Background: an optimization exercise with open tools, aiming at small area. Do not read the settings as production practice. Function was checked by simulation only, so behaviour that the tests miss may differ from the original.

===== design/flow/config.mk =====
export PLATFORM = sky130hd
export DESIGN_NAME = mips_core
export DESIGN_NICKNAME = mips_core
export VERILOG_FILES = /design/flow/design.v
export SDC_FILE = /design/flow/constraint.sdc
export NUM_CORES = 4
export LEC_CHECK = 0
export CAP_MARGIN = 20
export CORE_MARGIN = 2
export CORE_UTILIZATION = 40
export PLACE_DENSITY = 0.6
export SLEW_MARGIN = 20

===== design/flow/constraint.sdc =====
create_clock -name core_clock -period 12.0 [get_ports {clk}]
set_input_delay 2.4000 -clock core_clock [delete_from_list [all_inputs] [get_ports {clk}]]
set_output_delay 2.4000 -clock core_clock [all_outputs]
set_load 0.01 [all_outputs]

===== design/flow/design.v =====
module IF(
    input  wire        clk,
    input  wire        rst,
    input  wire [31:0] jpc,
    input  wire        if_pc_jump,
    input  wire        if_bubble,
    input  wire [31:0] im_data,      
    output reg  [31:0] pc,
    output wire [31:0] npc,
    output wire [31:0] ins
);
reg [31:0] data_hold;
reg if_data_hold;
assign npc = pc + 32'd4;
assign ins = if_data_hold ? data_hold : im_data;
always @(posedge clk or negedge rst) begin
    if (!rst) begin
        pc <= 32'h7ffffffc;
        if_data_hold <= 1'b0;
    end
    else if (!if_bubble) begin
        pc <= if_pc_jump ? jpc : npc;
        if_data_hold <= 1'b0;
    end
    else begin
        if_data_hold <= 1'b1;
    end
end
always @(posedge clk) begin
    data_hold <= ins;
end
endmodule
module ID(
    input  wire        clk,
    input  wire        rst,
    input  wire [31:0] ins,
    input  wire        reg_write,
    input  wire [4:0]  write_reg,
    input  wire [31:0] write_data,
    output wire [31:0] data_a,
    output wire [31:0] data_b
);
wire [31:0] rf [0:31];
assign rf[0] = 32'h00000000;
wire [31:0] wd = write_data & {32{rst}};
genvar g;
generate for (g = 1; g < 32; g = g + 1) begin : regs
    reg [31:0] r;
    wire en = (reg_write && write_reg == g) | ~rst;
    always @(posedge clk) begin
        if (en) r <= wd;
    end
    assign rf[g] = r;
end endgenerate
wire [4:0] ra = ins[25:21];
wire [4:0] rb = ins[20:16];
assign data_a = (reg_write && write_reg == ra) ? write_data : rf[ra];
assign data_b = (reg_write && write_reg == rb) ? write_data : rf[rb];
endmodule
module EX(
    input  wire        clk,
    input  wire        rst,
    input  wire [5:0]  op,
    input  wire [25:0] jpc,         
    input  wire        ex_stop,
    input  wire [31:0] data_a,
    input  wire [31:0] data_b,
    input  wire [31:0] npc,
    input  wire        int_req,
    input  wire [2:0]  bubble_cnt_last,
    input  wire [2:0]  ex_stopcnt_last,
    output wire [2:0]  bubble_cnt,
    output wire [2:0]  ex_stopcnt,
    output wire        if_pc_jump,
    output wire        if_b_njump,
    output reg  [31:0] pc_jumpto,
    output wire        exception,
    output wire        if_forward_reg_write,
    output reg  [31:0] result,
    output wire [4:0]  write_reg,
    output wire [31:0] sl_addr,
    output wire [4:0]  load_byte,
    output wire        mem_read,
    output wire        mem_write
);
wire [5:0] func = jpc[5:0];
wire [4:0] f_rs = jpc[25:21];
wire [4:0] f_rt = jpc[20:16];
wire [4:0] f_rd = jpc[15:11];
wire sa0 = (jpc[10:6] == 5'd0);
wire [31:0] simm = {{16{jpc[15]}}, jpc[15:0]};
reg intq;
reg last_ds;
reg k_ri, k_ovf, k_sys, k_brk, k_jump, k_br, k_wr, k_ld, k_st;
reg [2:0] k_res;    
localparam R_SUM = 3'd0, R_LOG = 3'd1, R_SLT = 3'd2, R_SH = 3'd3,
           R_LNK = 3'd4, R_MV = 3'd5, R_CL = 3'd6, R_LUI = 3'd7;
reg [1:0] k_mv;     
wire b_zero = (data_b == 32'h00000000);
always @(*) begin
    k_ri = 1'b0; k_ovf = 1'b0; k_sys = 1'b0; k_brk = 1'b0;
    k_jump = 1'b0; k_br = 1'b0; k_wr = 1'b0; k_ld = 1'b0; k_st = 1'b0;
    k_res = R_SUM; k_mv = 2'd0;
    case (op)
    6'b000000: case (func)
        6'b100000, 6'b100010: begin k_ri = ~sa0; k_ovf = 1'b1; k_wr = 1'b1; end    
        6'b100001, 6'b100011: begin k_ri = ~sa0; k_wr = 1'b1; end                  
        6'b100100, 6'b100101, 6'b100110, 6'b100111: begin k_ri = ~sa0; k_wr = 1'b1; k_res = R_LOG; end
        6'b101010, 6'b101011: begin k_ri = ~sa0; k_wr = 1'b1; k_res = R_SLT; end
        6'b000000, 6'b000010, 6'b000011: begin k_ri = (f_rs != 5'd0); k_wr = 1'b1; k_res = R_SH; end
        6'b000100, 6'b000110, 6'b000111: begin k_ri = ~sa0; k_wr = 1'b1; k_res = R_SH; end
        6'b001000: begin k_ri = (jpc[20:11] != 10'd0); k_jump = 1'b1; end                
        6'b001001: begin k_ri = (f_rt != 5'd0); k_jump = 1'b1; k_wr = 1'b1; k_res = R_LNK; end  
        6'b010000: begin k_ri = ~sa0 | (jpc[25:16] != 10'd0); k_wr = 1'b1; k_res = R_MV; k_mv = 2'd0; end
        6'b010010: begin k_ri = ~sa0 | (jpc[25:16] != 10'd0); k_wr = 1'b1; k_res = R_MV; k_mv = 2'd1; end
        6'b010011, 6'b010001: k_ri = (jpc[20:6] != 15'd0);                                
        6'b001100: k_sys = 1'b1;
        6'b001101: k_brk = 1'b1;
        6'b001010: begin k_ri = ~sa0; k_wr = b_zero; k_res = R_MV; k_mv = 2'd3; end        
        default: k_ri = 1'b1;
        endcase
    6'b011100: case (func)
        6'b100000, 6'b100001: begin k_ri = ~sa0; k_wr = 1'b1; k_res = R_CL; end
        default: k_ri = 1'b1;
        endcase
    6'b010000: case (f_rs)
        5'b00100: k_ri = (jpc[10:3] != 8'd0);                                             
        5'b00000: begin k_ri = (jpc[10:3] != 8'd0); k_wr = 1'b1; k_res = R_MV; k_mv = 2'd2; end  
        5'b10000: begin k_ri = (jpc != 26'b10000000000000000000011000); k_jump = 1'b1; end  
        default: k_ri = 1'b1;
        endcase
    6'b001000: begin k_ovf = 1'b1; k_wr = 1'b1; end                                       
    6'b001001: k_wr = 1'b1;                                                               
    6'b001100, 6'b001101, 6'b001110: begin k_wr = 1'b1; k_res = R_LOG; end
    6'b001010, 6'b001011: begin k_wr = 1'b1; k_res = R_SLT; end
    6'b001111: begin k_ri = (f_rs != 5'd0); k_wr = 1'b1; k_res = R_LUI; end
    6'b000010: k_jump = 1'b1;                                                             
    6'b000011: begin k_jump = 1'b1; k_wr = 1'b1; k_res = R_LNK; end                       
    6'b000100, 6'b000101: k_br = 1'b1;
    6'b000111, 6'b000110: begin k_ri = (f_rt != 5'd0); k_br = 1'b1; end
    6'b000001: begin
        k_ri = (f_rt[3:1] != 3'd0);
        k_br = 1'b1; k_wr = f_rt[4]; k_res = R_LNK;
    end
    6'b100011, 6'b100001, 6'b100101, 6'b100000, 6'b100100: k_ld = 1'b1;
    6'b101011, 6'b101001, 6'b101000: k_st = 1'b1;
    default: k_ri = 1'b1;
    endcase
end
wire use_imm = op[5] | (op[5:3] == 3'b001);
wire do_sub  = (op == 6'b000000) ? func[1] :
               (op[5:3] == 3'b001) ? (op[2:1] == 2'b01) :
               (op[5:2] == 4'b0001);
wire [31:0] opb  = use_imm ? simm : data_b;
wire [31:0] opbx = opb ^ {32{do_sub}};
wire [32:0] sum  = {1'b0, data_a} + {1'b0, opbx} + {32'd0, do_sub};
wire ovf    = (data_a[31] == opbx[31]) & (sum[31] != data_a[31]);
wire lt_s   = sum[31] ^ ovf;
wire lt_u   = ~sum[32];
wire eq     = (sum[31:0] == 32'h00000000);
assign sl_addr = sum[31:0];
reg cond;
always @(*) begin
    case (op[2:0])
    3'b100: cond = eq;             
    3'b101: cond = ~eq;            
    3'b111: cond = ~lt_s & ~eq;    
    3'b110: cond = lt_s | eq;      
    default: cond = f_rt[0] ^ data_a[31];    
    endcase
end
wire a1 = sum[1], a0 = sum[0];
wire sz_word = (op[1:0] == 2'b11);
wire sz_half = (op[1:0] == 2'b01);
wire mis = sz_word ? (a1 | a0) : (sz_half ? a0 : 1'b0);
wire special = (sum[31:0] == 32'hBFD003F8) & (op[1:0] == (op[3] ? 2'b01 : 2'b00));
assign load_byte = sz_word ? 5'b01111 :
                   sz_half ? {op[2], a1, a1, ~a1, ~a1} :
                             {op[2], a1 & a0, a1 & ~a0, ~a1 & a0, ~a1 & ~a0};
wire go = ~ex_stop;
wire [2:0] bubble_cnt_dec = (bubble_cnt_last != 3'd0) ? bubble_cnt_last - 3'd1 : 3'd0;
wire [2:0] ex_stopcnt_dec = (ex_stopcnt_last != 3'd0) ? ex_stopcnt_last - 3'd1 : 3'd0;
wire e_ovf  = k_ovf & ovf;
wire e_mis  = (k_ld | k_st) & mis;
wire exc_any = intq | k_ri | e_ovf | k_sys | k_brk | e_mis;
wire taken  = ~intq & (k_jump | (k_br & cond));
wire mem_ok = ~intq & (k_ld | k_st) & ~mis;
wire [2:0] mem_cnt = special ? 3'b111 : 3'b001;
assign exception = go & exc_any;
assign if_pc_jump = go & (exc_any | taken);
assign if_b_njump = go & ~exc_any & k_br & ~cond;
assign if_forward_reg_write = go & ~exc_any & k_wr;
assign bubble_cnt = (go & mem_ok) ? mem_cnt : bubble_cnt_dec;
assign ex_stopcnt = if_pc_jump ? 3'b010 : (go & mem_ok) ? mem_cnt : ex_stopcnt_dec;
wire is_ld_op = (op == 6'b100011) | (op == 6'b100001) | (op == 6'b100101) |
                (op == 6'b100000) | (op == 6'b100100);
wire is_st_op = (op == 6'b101011) | (op == 6'b101001) | (op == 6'b101000);
assign mem_read  = go & is_ld_op;
assign mem_write = go & is_st_op;
assign write_reg = ((op == 6'b000000) | (op == 6'b011100)) ? f_rd :
                   ((op == 6'b000011) | (op == 6'b000001)) ? 5'b11111 : f_rt;
wire [5:0] ex_cause = intq ? 6'd0 : k_ri ? 6'd10 : e_ovf ? 6'd12 : k_sys ? 6'd8 :
                      k_brk ? 6'd9 : k_ld ? 6'd4 : 6'd5;
wire mtc0   = ~exception & (op == 6'b010000) & (f_rs == 5'b00100);
wire eret_w = ~exception & (op == 6'b010000) & (f_rs != 5'b00100) & (func == 6'b011000);
wire mthi   = ~exception & (op == 6'b000000) & (func == 6'b010001);
wire mtlo   = ~exception & (op == 6'b000000) & (func == 6'b010011);
wire nrst   = ~rst;
wire [31:0] a_g = data_a & {32{rst}};
wire [31:0] b_g = data_b & {32{rst}};
reg [31:0] hi, lo;
always @(posedge clk) begin
    if (mthi | nrst) hi <= a_g;
    if (mtlo | nrst) lo <= a_g;
end
wire [31:0] cp0 [0:31];
wire [31:0] status = cp0[12];
wire [31:0] epc    = cp0[14];
wire [31:0] ebase  = cp0[15];
wire exl = status[1];
wire exc_first = exception & ~exl;
wire exc_bva = exception & ((ex_cause == 6'd4) | (ex_cause == 6'd5));
wire [31:0] ex_addr = ebase + 32'h00000180;
wire [31:0] cp0_rd = cp0[f_rd];
genvar gc;
generate for (gc = 0; gc < 32; gc = gc + 1) begin : cp0_regs
    reg [31:0] r;
    wire wr = mtc0 && f_rd == gc;
    assign cp0[gc] = r;
    if (gc == 8) begin : bva
        always @(posedge clk)
            if (exc_bva | wr | nrst) r <= exc_bva ? sl_addr : b_g;
    end
    else if (gc == 12) begin : st
        always @(posedge clk) begin
            if (wr | nrst) {r[31:2], r[0]} <= {b_g[31:2], b_g[0]};
            if (exc_first | wr | eret_w | nrst) r[1] <= exc_first | (wr & data_b[1]);
        end
    end
    else if (gc == 13) begin : ca
        always @(posedge clk) begin
            if (wr | nrst) {r[30:16], r[9:7], r[1:0]} <= {b_g[30:16], b_g[9:7], b_g[1], b_g[0] | nrst};
            if (exception | wr | nrst) {r[15:10], r[6:2]} <= exception ? {3'b000, int_req, 2'b00, ex_cause[4:0]} : {b_g[15:10], b_g[6:2]};
            if (exc_first | wr | nrst) r[31] <= exc_first ? last_ds : b_g[31];
        end
    end
    else if (gc == 14) begin : ep
        always @(posedge clk)
            if (exc_first | wr | nrst) r <= exc_first ? npc - (last_ds ? 32'd8 : 32'd4) : b_g;
    end
    else if (gc == 15) begin : eb
        always @(posedge clk)
            if (wr | nrst) r <= {b_g[31] | nrst, b_g[30:13], b_g[12] | nrst, b_g[11:0]};
    end
    else begin : plain
        always @(posedge clk)
            if (wr | nrst) r <= b_g;
    end
end endgenerate
always @(posedge clk or negedge rst) begin
    if (!rst) last_ds <= 1'b0;
    else last_ds <= if_pc_jump | if_b_njump;
end
always @(posedge clk) begin
    intq <= rst & int_req & status[0] & status[12] & ~exl;
end
wire [31:0] opz = use_imm ? {16'h0000, jpc[15:0]} : data_b;
wire [1:0] lop = (op == 6'b000000) ? func[1:0] : op[1:0];
reg [31:0] logic_res;
always @(*) begin
    case (lop)
    2'b00: logic_res = data_a & opz;
    2'b01: logic_res = data_a | opz;
    2'b10: logic_res = data_a ^ opz;
    default: logic_res = ~(data_a | opz);
    endcase
end
wire [4:0] shamt = func[2] ? data_a[4:0] : jpc[10:6];
wire sh_right = func[1];
wire [31:0] sh_in;
genvar g;
generate for (g = 0; g < 32; g = g + 1) begin : rev_in
    assign sh_in[g] = sh_right ? data_b[g] : data_b[31 - g];
end endgenerate
wire sh_fill = sh_right & func[0] & data_b[31];
wire [32:0] sh_full = $signed({sh_fill, sh_in}) >>> shamt;
wire [31:0] sh_res;
generate for (g = 0; g < 32; g = g + 1) begin : rev_out
    assign sh_res[g] = sh_right ? sh_full[g] : sh_full[31 - g];
end endgenerate
wire[3:0] ffclo[0:15];
assign ffclo[0] = 0; assign ffclo[1] = 0; assign ffclo[2] = 0; assign ffclo[3] = 0;
assign ffclo[4] = 0; assign ffclo[5] = 0; assign ffclo[6] = 0; assign ffclo[7] = 0;
assign ffclo[8] = 1; assign ffclo[9] = 1; assign ffclo[10] = 1; assign ffclo[11] = 1;
assign ffclo[12] = 2; assign ffclo[13] = 2; assign ffclo[14] = 3; assign ffclo[15] = 4;
wire[3:0] ffclz[0:15];
assign ffclz[0] = 4; assign ffclz[1] = 3; assign ffclz[2] = 2; assign ffclz[3] = 2;
assign ffclz[4] = 1; assign ffclz[5] = 1; assign ffclz[6] = 1; assign ffclz[7] = 1;
assign ffclz[8] = 0; assign ffclz[9] = 0; assign ffclz[10] = 0; assign ffclz[11] = 0;
assign ffclz[12] = 0; assign ffclz[13] = 0; assign ffclz[14] = 0; assign ffclz[15] = 0;
wire [31:0] clz_res = ((data_a[31:16] == 16'h0000)
                ? (5'd16 + ((data_a[15:8] == 8'h00)
                    ? (4'd8 + (data_a[7:4] == 4'h0)
                        ? 3'd4 + ffclz[data_a[3:0]]
                        : ffclz[data_a[7:4]])
                    : ((data_a[15:12] == 4'h0)
                        ? 3'd4 + ffclz[data_a[11:8]]
                        : ffclz[data_a[15:12]])))
                : ((data_a[31:24] == 8'h00)
                    ? (4'd8 + ((data_a[23:20] == 4'h0)
                        ? 3'd4 + ffclz[data_a[19:16]]
                        : ffclz[data_a[23:20]]))
                    : ((data_a[31:28] == 4'h0)
                        ? 3'd4 + ffclz[data_a[27:24]]
                        : ffclz[data_a[31:28]])));
wire [31:0] clo_res = ((data_a[31:16] == 16'hFFFF)
                ? (5'd16 + ((data_a[15:8] == 8'hFF)
                    ? (4'd8 + (data_a[7:4] == 4'hF)
                        ? 3'd4 + ffclo[data_a[3:0]]
                        : ffclo[data_a[7:4]])
                    : ((data_a[15:12] == 4'hF)
                        ? 3'd4 + ffclo[data_a[11:8]]
                        : ffclo[data_a[15:12]])))
                : ((data_a[31:24] == 8'hFF)
                    ? (4'd8 + ((data_a[23:20] == 4'hF)
                        ? 3'd4 + ffclo[data_a[19:16]]
                        : ffclo[data_a[23:20]]))
                    : ((data_a[31:28] == 4'hF)
                        ? 3'd4 + ffclo[data_a[27:24]]
                        : ffclo[data_a[31:28]])));
always @(*) begin
    case (k_res)
    R_SUM: result = sum[31:0];
    R_LOG: result = logic_res;
    R_SLT: result = {31'd0, (op == 6'b000000 ? func[0] : op[0]) ? lt_u : lt_s};
    R_SH:  result = sh_res;
    R_LNK: result = npc + 32'd4;
    R_MV: case (k_mv)
        2'd0: result = hi;
        2'd1: result = lo;
        2'd2: result = cp0_rd;
        default: result = data_a;
        endcase
    R_CL:  result = func[0] ? clo_res : clz_res;
    default: result = {jpc[15:0], 16'h0000};
    endcase
end
always @(*) begin
    if (exc_any) pc_jumpto = ex_addr;
    else if (op == 6'b000000) pc_jumpto = data_a;                           
    else if (op[5:1] == 5'b00001) pc_jumpto = {npc[31:28], jpc, 2'b00};     
    else if (op == 6'b010000) pc_jumpto = {epc[31:2], 2'b00};               
    else pc_jumpto = npc + {simm[29:0], 2'b00};                             
end
endmodule
module MEM(
    input  wire [4:0]  bytemode,
    input  wire [31:0] rdata,
    input  wire [31:0] wdata_i,
    output reg  [31:0] load_data,
    output reg  [31:0] store_data
);
always @(*) begin
    case (bytemode)
        5'b01000: load_data = {{24{rdata[31]}}, rdata[31:24]};
        5'b11000: load_data = {24'h000000, rdata[31:24]};
        5'b00100: load_data = {{24{rdata[23]}}, rdata[23:16]};
        5'b10100: load_data = {24'h000000, rdata[23:16]};
        5'b00010: load_data = {{24{rdata[15]}}, rdata[15:8]};
        5'b10010: load_data = {24'h000000, rdata[15:8]};
        5'b00001: load_data = {{24{rdata[7]}}, rdata[7:0]};
        5'b10001: load_data = {24'h000000, rdata[7:0]};
        5'b01100: load_data = {{16{rdata[31]}}, rdata[31:16]};
        5'b11100: load_data = {16'h0000, rdata[31:16]};
        5'b00011: load_data = {{16{rdata[15]}}, rdata[15:0]};
        5'b10011: load_data = {16'h0000, rdata[15:0]};
        default:  load_data = rdata;
    endcase
    case (bytemode[3:0])
        4'b1000: store_data = {wdata_i[7:0], 24'h000000};
        4'b0100: store_data = {8'h00, wdata_i[7:0], 16'h0000};
        4'b0010: store_data = {16'h0000, wdata_i[7:0], 8'h00};
        4'b0001: store_data = {24'h000000, wdata_i[7:0]};
        4'b1100: store_data = {wdata_i[15:0], 16'h0000};
        4'b0011: store_data = {16'h0000, wdata_i[15:0]};
        default: store_data = wdata_i;
    endcase
end
endmodule
`default_nettype none
module mips_core(
    input  wire        clk,
    input  wire        rst_n,       
    input  wire        int_req,     
    output wire [31:0] mem_addr,    
    output wire        mem_rd,      
    output wire        mem_wr,      
    output wire [3:0]  mem_be,      
    output wire [31:0] mem_wdata,   
    input  wire [31:0] mem_rdata    
);
wire rst = rst_n;
wire [2:0] ex_bubblecnt, ex_stopcnt;
reg  [2:0] ex_o_bubblecnt, ex_o_stopcnt;
reg  ex_o_exc;
wire ex_pc_jump, ex_b_njump, ex_exception;
wire [31:0] ex_pc_jumpto;
wire bubble = (ex_bubblecnt != 3'd0);
wire [31:0] if_pc, if_npc, if_ins;
IF if_instance(
    .clk(clk),
    .rst(rst),
    .jpc(ex_pc_jumpto),
    .if_pc_jump(ex_pc_jump),
    .if_bubble(bubble),
    .im_data(mem_rdata),
    .pc(if_pc),
    .npc(if_npc),
    .ins(if_ins)
);
reg [31:0] if_id_npc, if_id_ins;
always @(posedge clk) begin
    if (!bubble) begin
        if_id_npc <= if_npc;
        if_id_ins <= if_ins;
    end
end
wire reg_write;
wire [4:0] write_reg;
wire [31:0] write_data;
wire [31:0] id_data_a, id_data_b;
ID id_instance(
    .clk(clk),
    .rst(rst),
    .ins(if_id_ins),
    .reg_write(reg_write),
    .write_reg(write_reg),
    .write_data(write_data),
    .data_a(id_data_a),
    .data_b(id_data_b)
);
reg id_ex_stop;
reg [5:0] id_ex_op;
reg [5:0] id_ex_func;
reg [25:6] id_ex_ins;
reg [31:0] id_ex_npc, id_ex_data_a, id_ex_data_b;
always @(posedge clk or negedge rst) begin
    if (!rst) begin
        id_ex_stop <= 1'b1;
        id_ex_op <= 6'b000000;
        id_ex_func <= 6'b000000;
        ex_o_bubblecnt <= 3'b000;
        ex_o_stopcnt <= 3'b011;
        ex_o_exc <= 1'b0;
    end
    else begin
        ex_o_bubblecnt <= ex_bubblecnt;
        ex_o_stopcnt <= ex_stopcnt;
        ex_o_exc <= ex_exception;
        if (!bubble) begin
            id_ex_stop <= (~ex_pc_jump | ex_exception) & (ex_stopcnt != 3'd0);
            id_ex_op <= if_id_ins[31:26];
            id_ex_func <= if_id_ins[5:0];
        end
        else begin
            id_ex_stop <= 1'b1;
        end
    end
end
always @(posedge clk) begin
    if (!bubble) begin
        id_ex_npc <= if_id_npc;
        id_ex_data_a <= id_data_a;
        id_ex_data_b <= id_data_b;
        id_ex_ins <= if_id_ins[25:6];
    end
end
wire ex_fwd_write, ex_mem_read, ex_mem_write;
wire [31:0] ex_result, ex_sl_addr;
wire [4:0] ex_load_byte;
EX ex_instance(
    .clk(clk),
    .rst(rst),
    .op(id_ex_op),
    .jpc({id_ex_ins, id_ex_func}),
    .ex_stop(id_ex_stop),
    .data_a(id_ex_data_a),
    .data_b(id_ex_data_b),
    .npc(id_ex_npc),
    .int_req(int_req),
    .bubble_cnt_last(ex_o_bubblecnt),
    .ex_stopcnt_last(ex_o_stopcnt),
    .bubble_cnt(ex_bubblecnt),
    .ex_stopcnt(ex_stopcnt),
    .if_pc_jump(ex_pc_jump),
    .if_b_njump(ex_b_njump),
    .pc_jumpto(ex_pc_jumpto),
    .exception(ex_exception),
    .if_forward_reg_write(ex_fwd_write),
    .result(ex_result),
    .write_reg(write_reg),
    .sl_addr(ex_sl_addr),
    .load_byte(ex_load_byte),
    .mem_read(ex_mem_read),
    .mem_write(ex_mem_write)
);
reg ex_mem_read_q, ex_mem_write_q;
always @(posedge clk or negedge rst) begin
    if (!rst) begin
        ex_mem_read_q <= 1'b0;
        ex_mem_write_q <= 1'b0;
    end
    else begin
        ex_mem_read_q <= ex_mem_read;
        ex_mem_write_q <= ex_mem_write;
    end
end
wire [31:0] load_data, store_data;
MEM mem_instance(
    .bytemode(ex_load_byte),
    .rdata(mem_rdata),
    .wdata_i(id_ex_data_b),
    .load_data(load_data),
    .store_data(store_data)
);
assign reg_write = (ex_mem_read_q & ~ex_o_exc) | ex_fwd_write;
assign write_data = ex_mem_read_q ? load_data : ex_result;
wire mem_op = (ex_mem_read_q | ex_mem_write_q) & ~ex_o_exc;
assign mem_addr  = mem_op ? ex_sl_addr : if_pc;
assign mem_rd    = ~(mem_op & ~ex_mem_read_q);
assign mem_wr    = mem_op & ex_mem_write_q;
assign mem_be    = ex_load_byte[3:0];
assign mem_wdata = store_data;
endmodule

===== design/flow/run.sh =====
#!/bin/bash
# synth_recipe.tcl (not shown) runs the flow's synth.tcl, then flattens the netlist and writes it again
# the make line also repeats each setting of config.mk as NAME=value (left out here)
make -C /OpenROAD-flow-scripts/flow DESIGN_CONFIG=/design/flow/config.mk WORK_HOME=/design/flow/orfs CLKGATE_MAP_FILE= SYNTH_SCRIPT=/design/flow/synth_recipe.tcl finish

==> run_results.csv <==
group,metric,value,unit
die,core,0.268,mm²
yosys,yosysMostFrequentCell,"edfxtp_1",
die,rows,190,
yosys,ys.flop_type,"edfxtp_1",
clock_network,post_cts_resize_count,0,
yosys,syn_area,0.108,mm²
yosys,avgSynthCellArea,13.1,µm²
yosys,synth_common_cells,"2,260 x edfxtp_1, 962 x a22oi_1, 583 x nand2_1",
sta,fin_crit,9550,ps
clock_network,cts-root-buf,"clkbuf_16",
routing,drc,0,
run_status,status,"no timing/DRC/antenna violations",
sta,slew_viol_final,0,
worst_hold_path,hold_end,"id_ex_npc[4]",
sta,tightest_slew,1340,ps
routing,drtIter0Drc,17400,
yosys,synth_area_leaders,"edfxtp_1 63%, a22oi_1 6.7%, nand2_1 2.0%, a22o_1 1.8%, a221oi_1 1.8%",
yosys,synthArstFlopShare,2.38,%
sta,finalClockSkew,63.9,ps
final_layout,reg_top3,"ex_instance.cp0_regs.r: 1024 flops, id_instance.regs.r: 992 flops",
sta,fmax,105,MHz
worst_hold_path,min_from,"if_id_npc[4]",
yosys,synth_xor_area_share,1.73,%
yosys,ys_ff_latch,2349,
yosys,synth_compound_area_share,17.2,%
clock_network,clockBufferDepth,4,
die,die_x,523,µm
worst_setup_path,critical_path_arrival,7150,ps
final_layout,final_util,46.0,%
final_layout,drive_gt1_share,12.9,%
routing,dr.pass1.iters,12,
worst_setup_path,reg2reg_slack,2720,ps
place,hpwlAfterDp,334000,µm
clock_network,htreeDepth,4,
clock_network,cts_setup_buffers,0,
global_routing,grt_pass1_wl,703000,µm
die,die_h,523,µm
worst_setup_path,cp_max_fo,18,
routing,highest_layer,"met5",
sta,finalCritPeriodShare,79.6,%
sta,finalHoldViolations,0,
yosys,synth_mux_area_share,2.73,%
sta,worst_hold_slack,400,ps
yosys,ys_warn_count,5,
yosys,synth-edff-count,2260,
worst_setup_path,crit_chain,"nor2b_1, nor2_4, buf_4, mux2i_1, xor2_1, ha_1, a21oi_1, o21a_1, o21ai_0, a31oi_1, o21ai_1, or3_1, o211ai_1, o21ai_0, clkdlybuf4s50_1",
place,dp_cells,11700,
place,place.gp.congestion,1.07,
final_layout,largest_reg_flops,1024,
worst_setup_path,max_stage_delay,1000,ps
die,start_util,40.2,%
global_routing,track_usage,37.7,%
yosys,yosys.area.top_type_share,63.1,%
worst_hold_path,hold_class,"flop to flop",
sta,setup_viol,0,
die,dieArea,0.273,mm²
yosys,synth_fa_ha_area_share,1.70,%
clock_network,clock_latency,940,ps
global_routing,grt_pass1_vias,81400,
routing,met2_length,228000,µm
sta,timing.setup.tns,0,ps
worst_setup_path,cp-end-kind,"output pin",
yosys,synth_nets,8410,
place,numPortBuffers,104,
clock_network,cts_hold_buf,0,
worst_setup_path,startpoint_type,"flop",
global_routing,grt_max_degree,161,
worst_setup_path,r2r_end,"ex_instance.cp0_regs[13].r[5]",
yosys,synth_top_area_cell,"edfxtp_1",
place,preCtsSetupSlack,2810,ps
final_layout,stdcell_count,12100,
worst_hold_path,hold_path_depth,0,
worst_setup_path,crit_type,"flop to output pin",
sta,slew_headroom,9.79,%
routing,wl_met3,76400,µm
global_routing,grt_antenna_before_repair,56,
final_layout,area_growth,14.5,%
worst_setup_path,path_common_cell,"o21ai_0",
clock_network,clock-sinks,2349,
worst_setup_path,crit_slowest_cell,"o211ai_1",
yosys,netlist_instances,8231,
routing,wl_met1,173000,µm
routing,drt_wl_total,531000,µm
worst_setup_path,required,9600,ps
final_layout,fin_nets,8536,
yosys,yosys.area_share.simple,9.13,%
yosys,yosysUniqueCellTypes,96,
die,io_pins,105,
clock_network,clk_pin_slew,60,ps
routing,vias,87500,
routing,ant_nets,0,
routing,post_drt_wl_per_cell,43.7,µm
worst_setup_path,r2r_start,"id_ex_op[3]",
run,max_cap_viol_count,0,
yosys,ys_seq_area_share,65.0,%
yosys,synth_top_family_by_area,"compound AO/OA/AOI/OAI gates",
routing,detail_route.vias_per_cell,7.21,
global_routing,overflow,0,
worst_setup_path,reg2reg_depth,21,
final_layout,largest-register,"ex_instance.cp0_regs.r",
clock_network,cts_tree,"yes",
clock_network,cts_made_buffers,240,
sta,timing.final.ws_setup,2450,ps
sta,rsz0062_at_grt,"no",
==> worst max-delay path by stage <==
stage                        startpoint                             end  slack, ps  cells past startpoint
after floorplan           id_ex_func[1]                     id_ex_op[1]       2280                     16
after global placement      id_ex_op[3]  ex_instance.cp0_regs[13].r[10]       2900                     21
after detailed placement    id_ex_op[3]  ex_instance.cp0_regs[13].r[12]       2810                     21
after CTS                   id_ex_op[3]                    mem_addr[27]       2570                     15
after global routing        id_ex_op[3]                    mem_addr[27]       2230                     15
final                       id_ex_op[3]                    mem_addr[27]       2450                     15
==> cell type report <==
type,count,area [µm²]
fill,23800,144000
sequential,2349,70000
multi-input combinational,5176,36600
clock buffer,286,6280
tap,3552,4440
timing repair buffer,467,3830
clock inverter,151,1490
inverter,123,462
antenna,41,103
==> stage by stage <==
| step | instance area, µm² |
|---|---|
| CTS | 123000 |
| floorplan | 108000 |
| detailed placement | 115000 |
| finish | 123000 |
| global route | 123000 |
| global placement | 115000 |
==> worst max-delay path: cells and delay by family, from the launching register on <==
kind,cells,cell delay (ps)
AOI/OAI and AO/OA,7,2650
xor gates and xnor gates,1,260
adders and majority gates,1,310
buffers and inverters,2,960
DFF,1,530
muxes,1,370
and+or+nand+nor,3,1160
==> routing by layer <==
layer,up-vias,global-route usage (%)
met3,2744,13.7
met4,32,28.5
met5,-,0.421
li1,33400,-
met2,8739,56.5
met1,42700,44.1
==> placed cells by master (no fill, tap or decap), types with 56 or more instances in the layout <==
master / instances
a211oi_1: 59
a21oi_1: 327
a221oi_1: 222
a222oi_1: 83
a22o_1: 227
a22oi_1: 962
and2_1: 81
buf_4: 358
clkbuf_16: 244
clkdlybuf4s50_1: 103
clkinv_1: 58
edfxtp_1: 2260
ha_1: 141
inv_1: 117
mux2_2: 78
mux2i_1: 127
nand2_1: 581
nand3_1: 184
nand4_1: 215
nor2_1: 394
nor2_4: 94
nor2b_1: 56
nor3_1: 75
nor4_1: 70
o21ai_0: 283
xnor2_1: 103
xor2_1: 107
==> cells by family after synthesis <==
kind of cell	Yosys count
XOR/XNOR	212
buffers and inverters	706
multiplexers	245
flip-flops	2349
AND/OR/NAND/NOR	2021
adder cells (fa/ha/maj)	144
AO/OA/AOI/OAI	2554

## static timing again, ports no longer ideal
The results above use ideal ports. As a check the final layout listed here was re-extracted and re-timed, cells and wires unchanged.
Step 1 assumes that a clkbuf_16 drives the clock port and a buf_2 every other input.
Step 2 also shifts input and output timing later by t, the mid clock arrival at the registers, as if the neighbouring blocks saw the same clock.
Three values: no drivers, after step 1, after step 2; two values: the first two.
shift t [ns]: 1.007
setup slack, ns: 2.453 / 2.356 / 2.717
worst setup path at the end: register to register
clock arrival spread, ns: 0.063 / 0.063
After both steps setup and hold are still met in this run. For this run, drivers alone change the setup slack by -0.097 ns; drivers and shift together by +0.264 ns.
